Context: an optimization exercise on an open-source flow, tuned for small area, a short achievable clock period and few clock cycles per item. The choices shown serve that exercise and are no tape-out recipe.
No functional check of the RTL was part of this run.
Power figures rest on the tool's default switching activity, not on a simulated workload.

==> design/flow/design.v <==
module adder_fp(
	input logic clk, rst, start, op,
	input logic [31:0] A, B,
	output logic ready, busy,
	output logic [31:0] Y	
);
	logic [3:0] state;
	parameter idle = 4'd0, checks = 4'd1, operation = 4'd2, addition = 4'd3, subtraction = 4'd4, leadingZero = 4'd5, 
		finished = 4'd6;
	logic A_sign, B_sign, isSet, group2;
	logic [23:0] A_mantissa, B_mantissa, final_mantissa;
	logic [7:0] A_exponent, B_exponent, final_exponent;
	logic [24:0] output_mantissa;
	always_ff @(posedge clk) begin
		if (rst) begin
			state <= idle;
			ready <= 0;
			busy <= 0;
		end
		else case(state)
			idle: begin
				ready <= 0;
				busy <= 0;
				if (start) begin
					state <= checks;
					A_sign <= A[31];
					A_exponent <= A[30:23];
					A_mantissa <= {1'b1, A[22:0]};
					B_sign <= B[31];
					B_exponent <= B[30:23];
					B_mantissa <= {1'b1, B[22:0]};
					isSet <= 0;
					group2 <= 0;
				end
			end
			checks: begin
				busy <= 1;
				if(((A_exponent == 8'b11111111) && (A_mantissa[22:0] > 0)) || ((B_exponent == 8'b11111111) && (B_mantissa[22:0] > 0))) begin
					Y <= {1'b0,8'b11111111,22'b0,1'b1};
					isSet <= 1;
					state <= finished;
				end
				else if ((A_exponent == 8'b11111111 && A_mantissa[22:0] == 0) && (B_exponent == 8'b11111111 && B_mantissa[22:0] == 0)) begin
					if (A_sign == B_sign) begin
						Y <= {A_sign, A_exponent, A_mantissa[22:0]};
						isSet <= 1;
						state <= finished;
					end
					else begin
						Y <= {1'b0,8'b11111111,22'b0,1'b1};
						isSet <= 1;
						state <= finished;
					end
				end
				else if (A_exponent == 8'b11111111 && A_mantissa[22:0] == 0) begin
					Y <= {A_sign, A_exponent, A_mantissa[22:0]};
					isSet <= 1;
					state <= finished;
				end
				else if (B_exponent == 8'b11111111 && B_mantissa[22:0] == 0) begin
					Y <= {B_sign, B_exponent, B_mantissa[22:0]};
					isSet <= 1;
					state <= finished;
				end
				else if (A_exponent == 0 && B_exponent == 0) begin
					Y <= 0;
					isSet <= 1;
					state <= finished;
				end
				else if (A_exponent == 0) begin
					Y <= {B_sign ^ op, B_exponent, B_mantissa[22:0]};
					isSet <= 1;
					state <= finished;
				end
				else if (B_exponent == 0) begin
					Y <= {A_sign, A_exponent, A_mantissa[22:0]};
					isSet <= 1;
					state <= finished;
				end
				else begin
					if (A_exponent < B_exponent) begin
						A_mantissa <= A_mantissa >> (B_exponent - A_exponent);
						final_exponent <= B_exponent;
					end
					else begin 
						B_mantissa <= B_mantissa >> (A_exponent - B_exponent);
						final_exponent <= A_exponent;
					end
					state <= operation;
				end
			end
			operation: begin
					if ((!op && !A_sign && !B_sign) || (!op && A_sign && B_sign) || (op && !A_sign && B_sign) || (op && A_sign && !B_sign)) begin
						output_mantissa <= A_mantissa + B_mantissa;
						state <= addition;
					end
					else begin
						group2 <= 1;
						state <= subtraction;
					end
			end
			addition: begin
				if (output_mantissa[24] == 1) begin
					final_exponent <= final_exponent + 1;
					if (output_mantissa[0] == 1) begin
						final_mantissa <= output_mantissa[24:1] + 1;
					end
					else begin
						final_mantissa <= output_mantissa[24:1];
					end
					if (final_exponent == 255) begin
						final_mantissa <= 0;
					end
				end
				else begin
					final_mantissa <= output_mantissa[23:0];
				end
				state <= finished;
			end
			subtraction: begin
				if (A_mantissa < B_mantissa) begin 
					output_mantissa <= B_mantissa - A_mantissa;
					state <= leadingZero;
				end
				else if (B_mantissa < A_mantissa) begin
					output_mantissa <= A_mantissa - B_mantissa;
					state <= leadingZero;
				end
				else begin
						Y <= 0;
						isSet <= 1;
						state <= finished;
				end
			end
			leadingZero: begin
				if (output_mantissa[23] != 0) begin
					final_mantissa <= output_mantissa[23:0];
					state <= finished;
				end
				else begin
					output_mantissa <= output_mantissa << 1;
					final_exponent <= final_exponent - 1;
					state <= leadingZero;
				end
			end
			finished: begin
				if (isSet) begin
				end
				else if ((A_mantissa < B_mantissa) && group2 ) begin
					Y <= {!A_sign, final_exponent, final_mantissa[22:0]};
				end
				else begin
					Y <= {A_sign, final_exponent, final_mantissa[22:0]};
				end
				ready <= 1;
				state <= idle; 
			end
		endcase
	end
endmodule
module multiplier_fp(
	input logic clk, rst, start,
	input logic [31:0] A, B,
	output logic ready, busy,
	output logic [31:0] Y
);
	logic [3:0] state;
	parameter idle = 4'd0, checks = 4'd1, normalize = 4'd2, round = 4'd3, stillnormalized = 4'd4, finished = 4'd5;
	logic A_sign, B_sign, isSet;
	logic [23:0] A_mantissa, B_mantissa;
	logic [24:0] final_mantissa;
	logic [7:0] A_exponent, B_exponent;
	logic signed [9:0] final_exponent;
	logic [47:0] output_mantissa;
	always_ff @(posedge clk) begin
		if (rst) begin
			state <= idle;
			ready <= 0;
			busy <= 0;
		end
		else case(state)
			idle: begin
				ready <= 0;
				busy <= 0;
				if (start) begin
					state <= checks;
					A_sign <= A[31];
					A_exponent <= A[30:23];
					A_mantissa <= {1'b1, A[22:0]};
					B_sign <= B[31];
					B_exponent <= B[30:23];
					B_mantissa <= {1'b1, B[22:0]};
					isSet <= 0;
				end
			end
			checks: begin
				busy <= 1;
				if(((A_exponent == 8'b11111111) && (A_mantissa[22:0] > 0)) || ((B_exponent == 8'b11111111) && (B_mantissa[22:0] > 0))) begin
					Y <= {1'b0,8'b11111111,22'b0,1'b1};
					isSet <= 1;
					state <= finished;
				end
				else if ((A_exponent == 8'b11111111 && A_mantissa[22:0] == 0) && (B_exponent == 8'b11111111 && B_mantissa[22:0] == 0)) begin
					if (A_sign == B_sign) begin
						Y <= {A_sign, A_exponent, A_mantissa[22:0]};
						isSet <= 1;
						state <= finished;
					end
					else begin
						Y <= {1'b0,8'b11111111,22'b0,1'b1};
						isSet <= 1;
						state <= finished;
					end
				end
				else if (A_exponent == 8'b11111111 && A_mantissa[22:0] == 0) begin
					Y <= {A_sign, A_exponent, A_mantissa[22:0]};
					isSet <= 1;
					state <= finished;
				end
				else if (B_exponent == 8'b11111111 && B_mantissa[22:0] == 0) begin
					Y <= {B_sign, B_exponent, B_mantissa[22:0]};
					isSet <= 1;
					state <= finished;
				end
				else if (A_exponent == 0 || B_exponent == 0) begin
					Y <= {A_sign ^ B_sign, 31'b0};
					isSet <= 1;
					state <= finished;
				end
				else begin
					final_exponent <= (A_exponent + B_exponent) - 127;
					output_mantissa <= A_mantissa * B_mantissa;
					state <= normalize;
				end
			end
			normalize: begin
				if(final_exponent > 254) begin
					Y <= {A_sign ^ B_sign, 8'b11111111, 23'b0};
					state <= finished;
					isSet <= 1;
				end
				else if(final_exponent < 1) begin
					Y <= {A_sign ^ B_sign, 31'b0};
					state <= finished;
					isSet <= 1;
				end
				else if (output_mantissa[47] == 1) begin
					final_exponent <= final_exponent + 1;
					output_mantissa <= output_mantissa >> 23;
					state <= round;
				end
				else begin
					final_mantissa <= output_mantissa[46:23];
					state <= finished;
				end
			end
			round: begin
				if(final_exponent[8] == 1) begin
					Y <= {1'b0,8'b11111111,22'b0,1'b1};
					state <= finished;
					isSet <= 1;
				end
				else begin
					if (output_mantissa[0] == 1) begin
						final_mantissa <= output_mantissa[24:1] + 1;
					end
					else begin
						final_mantissa <= output_mantissa[24:1];
					end
				end
				state <= stillnormalized;
			end
			stillnormalized: begin
				if(final_exponent[8] == 1) begin
					Y <= {1'b0,8'b11111111,22'b0,1'b1};
					state <= finished;
					isSet <= 1;
				end
				else if(final_mantissa[24] == 1) begin
					if (final_mantissa[0] == 0) begin
						final_mantissa <= final_mantissa >> 1;
						final_exponent <= final_exponent + 1;
						state <= finished;
					end
					else begin
						final_mantissa <= final_mantissa[24:1] + 1;
						final_exponent <= final_exponent + 1;
						state <= stillnormalized;
					end
				end
				else begin
					state <= finished;
				end
			end
			finished: begin
				if (isSet) begin
				end
				else if( A_sign == B_sign ) begin
					Y <= {1'b0, final_exponent[7:0], final_mantissa[22:0]};
				end
				else begin
					Y <= {1'b1, final_exponent[7:0], final_mantissa[22:0]};
				end
				ready <= 1;
				state <= idle;
			end
		endcase
	end
endmodule
module SSE (
	input  logic        clk,
	input  logic        rst,
	input  logic        in_valid,
	input  logic        in_last,
	input  logic [31:0] A,
	input  logic [31:0] B,
	output logic        in_ready,
	output logic        out_valid,
	output logic [31:0] Y
);
	logic [31:0] difference, product, sum, acc, acc_in;
	logic start1, ready1, busy1, start2, ready2, busy2, start3, ready3, busy3;
	logic run1, full1, last1;
	logic run2, full2, last2;
	logic run3, last3;
	logic have1, free1, have2, free2, free3;
	adder_fp adder1 (
		.clk(clk), .rst(rst), .start(start1), .op(1'b1),
		.A(A), .B(B),
		.ready(ready1), .busy(busy1),
		.Y(difference)
	);
	multiplier_fp multiplier1 (
		.clk(clk), .rst(rst), .start(start2),
		.A(difference), .B(difference),
		.ready(ready2), .busy(busy2),
		.Y(product)
	);
	adder_fp adder2 (
		.clk(clk), .rst(rst), .start(start3), .op(1'b0),
		.A(acc_in), .B(product),
		.ready(ready3), .busy(busy3),
		.Y(sum)
	);
	assign have1 = full1 | ready1;
	assign free1 = ~run1 | ready1;
	assign have2 = full2 | ready2;
	assign free2 = ~run2 | ready2;
	assign free3 = ~run3 | ready3;
	assign start3 = have2 & free3;
	assign start2 = have1 & free2 & (~have2 | start3);
	assign in_ready = ~rst & free1 & (~have1 | start2);
	assign start1 = in_valid & in_ready;
	assign acc_in = ready3 ? (last3 ? 32'd0 : sum) : acc;
	always_ff @(posedge clk) begin
		if (rst) begin
			run1 <= 0;
			full1 <= 0;
			last1 <= 0;
			run2 <= 0;
			full2 <= 0;
			last2 <= 0;
			run3 <= 0;
			last3 <= 0;
			acc <= 0;
			out_valid <= 0;
			Y <= 0;
		end
		else begin
			run1 <= start1 | (run1 & ~ready1);
			full1 <= have1 & ~start2;
			if (start1) last1 <= in_last;
			run2 <= start2 | (run2 & ~ready2);
			full2 <= have2 & ~start3;
			if (start2) last2 <= last1;
			run3 <= start3 | (run3 & ~ready3);
			if (start3) last3 <= last2;
			acc <= acc_in;
			out_valid <= ready3 & last3;
			if (ready3 & last3) Y <= sum;
		end
	end
endmodule
==> design/flow/run.sh <==
#!/bin/bash
# synth_recipe.tcl (not shown) runs the flow's synth.tcl, then flattens the netlist and writes it again
# the make line also repeats each setting of config.mk as NAME=value (left out here)
make -C /OpenROAD-flow-scripts/flow DESIGN_CONFIG=/design/flow/config.mk WORK_HOME=/design/flow/orfs CLKGATE_MAP_FILE= SYNTH_SCRIPT=/design/flow/synth_recipe.tcl finish
==> design/flow/config.mk <==
export PLATFORM = sky130hd
export DESIGN_NAME = SSE
export DESIGN_NICKNAME = SSE
export VERILOG_FILES = /design/flow/design.v
export SDC_FILE = /design/flow/constraint.sdc
export NUM_CORES = 4
export LEC_CHECK = 0
export CAP_MARGIN = 20
export CORE_MARGIN = 2
export CORE_UTILIZATION = 40
export PLACE_DENSITY = 0.6
export SLEW_MARGIN = 20
==> design/flow/constraint.sdc <==
create_clock -name core_clock -period 10.0 [get_ports {clk}]
set_input_delay 2.0000 -clock core_clock [delete_from_list [all_inputs] [get_ports {clk}]]
set_output_delay 2.0000 -clock core_clock [all_outputs]
set_load 0.01 [all_outputs]
==> impl_metrics.tcl <==
set metrics [dict create \
    outcome "timing/DRC/antenna clean" \
    min_period_ns 8.081 \
    hp-class "reg2reg" \
    via_count 45030 \
    cap_violations 0 \
    synthAdderAreaFrac 0.2466 \
    reg2regPathDepth 24 \
    fin_nets 7012 \
    firstDrtPassIters 6 \
    critPathMaxFanout 11 \
    first_iter_violations 4327 \
    setup.worst_path.end "multiplier1.output_mantissa[46]" \
    ys_ff_latch 545 \
    synth_compound_area_frac 0.1674 \
    gp_congestion 0.9374 \
    hold_viol 0 \
    p_sw_frac 0.3728 \
    synth_enable_flop_cells 460 \
    syn2layout_area_growth_pct 9.798 \
    fmax_mhz 123.8 \
    power_frac_comb 0.355 \
    seqPwrFrac 0.338 \
    slowest_delay_ns 0.72 \
    grt_usage 0.2397 \
    worstPathArrival_ns 8.47 \
    worst_ep_required_time_ns 10.39 \
    grt_pass1_vias 43930 \
    wl_um 169500 \
    syn_area_per_cell_um2 8.869 \
    synth-xor-area-share 0.03176 \
    slowest_stage "edfxtp_1" \
    drc 0 \
    cts_resized 0 \
    path_class "reg2reg" \
    num_io_pins 102 \
    antenna_found_initial 2 \
    finClkSkew_ns 0.03711 \
    seq_area_frac_synth 0.2841 \
    synth_simple_gate_area_share 0.1512 \
    tns_ns 0 \
    ant_nets 0 \
    synth_most_common_cell "inv_1" \
    grt_overflow_total 0 \
    yosys.area.top_type "edfxtp_1" \
    p_sw_mw 3.166 \
    ys_warn_count 3 \
    yosys_most_used_dff "edfxtp_1" \
    holdBufCountCts 0 \
    via_per_inst 5.652 \
    timing.rr.start "multiplier1.B_mantissa[4]" \
    r2r_setup_slack_ns 1.92 \
    clockBufferDepth 3 \
    die_w_um 373.5 \
    ys_top_cells_by_count "inv_1 (847), nand2_1 (773), nor2_1 (473), edfxtp_1 (460), fa_1 (435)" \
    clk_pin_slew_ns 0.06 \
    slew_viol_final 0 \
    p_int_mw 5.327 \
    clkPwrFrac 0.307 \
    p_per_area_mw_per_mm2 141.7 \
    fin_crit_sh 0.8081 \
    ys_top_cells_by_area "edfxtp_1 (25%), fa_1 (16%), ha_1 (8.7%)" \
    cts_root_buffer "clkbuf_16" \
    io_buffers 101 \
    cts.sinks 545 \
    ir_drop_uv 139.7 \
    fillCellCount 13180 \
    p_leak_nw 25.58 \
    dp_hpwl_um 131300 \
    rsz0062_at_grt "false" \
    critPathLaunch "multiplier1.B_mantissa[4]" \
    layout-drive-gt1-share 0.05466 \
    die_h_um 373.5 \
    cts_made_buffers 67 \
    multi_input_area_mm2 0.03484 \
    die_area_mm2 0.1395 \
    setup_viol 0 \
    routedWlPerCell_um 21.28 \
    hold_slack_ns 0.4183 \
    start_util 0.4031 \
    coreArea_mm2 0.1355 \
    rows 135 \
    path_common_cell "fa_1" \
    clock_latency_ns 0.68 \
    async_flop_share 0 \
    max_slew_margin 0.2764 \
    reg2reg_to "multiplier1.output_mantissa[46]" \
    syn-cell-area_mm2 0.05460 \
    start_kind "register" \
    syn_inst 6157 \
    synth_top_area_share 0.2530 \
    synth_nets 7040 \
    synth.area.mux_share 0.03749 \
    cp-end-kind "register" \
    ff_latch_area_mm2 0.01551 \
    yosysUniqueCellTypes 84 \
    synth_top_family_by_area "adder cells" \
    htree_levels 3 \
    grt_max_degree 71 \
    tightest_slew_ns 1.078 \
    post_cts_buffers 0 \
    cts_tree "done" \
    grt_pass1_wl_um 262900 \
    critical_path.cell_chain "clkinv_1, nor2_1, fa_1, fa_1, inv_1, fa_1, inv_1, fa_1, fa_1, fa_1, inv_1, fa_1, inv_1, ha_1, a21o_1, a21o_1, a21oi_1, o21ai_0, a211o_1, a221o_1, a41oi_1, o21ai_0, xnor2_1, nor2_1" \
]
==> area by class of cell <==
class / count / area share
Multi-Input combinational cell: 4447 / 0.5811
Sequential cell: 545 / 0.2588
Inverter: 855 / 0.05353
Tap cell: 1781 / 0.03717
Timing Repair Buffer: 213 / 0.03097
Clock buffer: 79 / 0.02924
Clock inverter: 45 / 0.009162
Antenna cell: 2 / 0.00008348
==> through the flow <==
step	worst slack (ns)	power, mW	area (um^2)	std cells	util
2_1_floorplan	2.654	4.961	54600	6157	-
3_3_place_gp	2.070	5.849	57610	7840	0.4253
3_5_place_dp	2.014	5.861	57630	7841	0.4254
4_1_cts	1.994	8.486	59930	7965	0.4424
5_1_grt	1.454	8.936	59950	7965	0.4425
6_report	1.919	8.493	59950	7967	0.4426
==> power by group through the flow <==
stage                     Combinational, mW  Sequential, mW  Clock, mW
after CTS                              2.97            2.86       2.65
after floorplan                        2.13            2.83          0
after global routing                   3.32            2.88       2.74
final                                  3.01            2.87       2.61
after global placement                 2.94            2.91          0
after detailed placement               2.95            2.91          0
==> cells in the final DEF, fill, tap and decap left out, drive strengths merged, types with 31 or more instances in the layout <==
master	netlist	final
nand4	63	63
a22o	46	46
mux2i	104	104
and3	34	34
inv	847	853
o211ai	43	43
o21ai	391	391
dfxtp	85	85
buf	55	113
edfxtp	460	460
clkdlybuf4s50	0	100
a211oi	44	44
nor4	42	42
clkbuf	255	79
nor2	473	473
o21a	31	31
a31oi	31	31
xnor2	111	111
nor3	66	66
and2	114	114
mux4	40	40
clkinv	8	36
nand3	106	106
xor2	87	87
nand2	773	773
a21oi	424	424
o221ai	55	55
nor2b	60	60
nand2b	39	39
fa	435	435
ha	380	380
a21o	69	69
==> critical path: cells and delay by family (launching register included) <==
family | cells | cell delay (ns)
adders and majority gates | 8 | 3.91
xor gates and xnor gates | 1 | 0.15
DFF | 1 | 0.72
AOI/OAI and AO/OA | 8 | 1.91
buffers and inverters | 5 | 0.72
and+or+nand+nor | 2 | 0.41
==> per-layer routing <==
metal,GRT usage,share of wire,up-vias
met4,0.07876,0.036,2
li1,-,-,21030
met2,0.3883,0.47,1617
met1,0.3265,0.43,22090
met3,0.03899,0.068,289
met5,0,0.000065,-
==> flip-flops by register name, summed over array words and instances, names as in the netlist, 10 cells and up <==
name / flops
Y: 32
acc: 32
adder1.A_mantissa: 24
adder1.B_mantissa: 24
adder1.Y: 32
adder1.final_mantissa: 23
adder1.output_mantissa: 25
adder2.A_mantissa: 24
adder2.B_mantissa: 24
adder2.Y: 32
adder2.final_mantissa: 23
adder2.output_mantissa: 25
multiplier1.B_mantissa: 23
multiplier1.Y: 32
multiplier1.final_exponent: 10
multiplier1.final_mantissa: 25
multiplier1.output_mantissa: 48
==> worst min path at each step <==
stage / slack, ns / start / depth (start not counted) / end
global route: 0.42 / adder1.Y[20] / 0 / multiplier1.B_mantissa[20]
floorplan: 0.40 / multiplier1.Y[23] / 0 / adder2.B_exponent[0]
finish: 0.42 / multiplier1.Y[31] / 0 / adder2.B_sign
global placement: 0.40 / adder1.Y[18] / 0 / multiplier1.B_mantissa[18]
CTS: 0.42 / adder1.Y[17] / 0 / multiplier1.B_mantissa[17]
detailed placement: 0.41 / multiplier1.Y[28] / 0 / adder2.B_exponent[5]
==> kinds of logic (layout without fill, tap and decap cells) <==
group | count (synthesis) | after routing
AND/OR/NAND/NOR | 1842 | 1842
XOR/XNOR | 198 | 198
buffers and inverters | 1165 | 1192
AO/OA/AOI/OAI | 1439 | 1439
flip-flops | 545 | 545
adder cells (fa/ha/maj) | 815 | 815
other | 0 | 2
multiplexers | 153 | 153

[separate check: timing with driven ports]
The flow's constraints put no driver on any port. The routed layout listed below was extracted and timed again, unchanged, in two steps.
Step 1, drivers: a clkbuf_16 drives clk and a buf_2 each remaining input, both assumed.
Step 2 times the ports against the registers' clock, not the clock port: input delays grow and output delays shrink by t, the midpoint of the rising clock arrivals with the driver on.
a / b / c = ideal ports / drivers / drivers and shift; a / b = the first two.
shift t [ns]: 0.734
setup WS [ns]: 1.919 / 1.919 / 1.919
worst register clock-pin slew, ns: 0.07 / 0.07
worst slew at a driven data input, ns: 0.13
After both steps setup and hold are still met in this run. For this run, drivers alone change the setup slack by 0.000 ns; drivers and shift together by 0.000 ns.
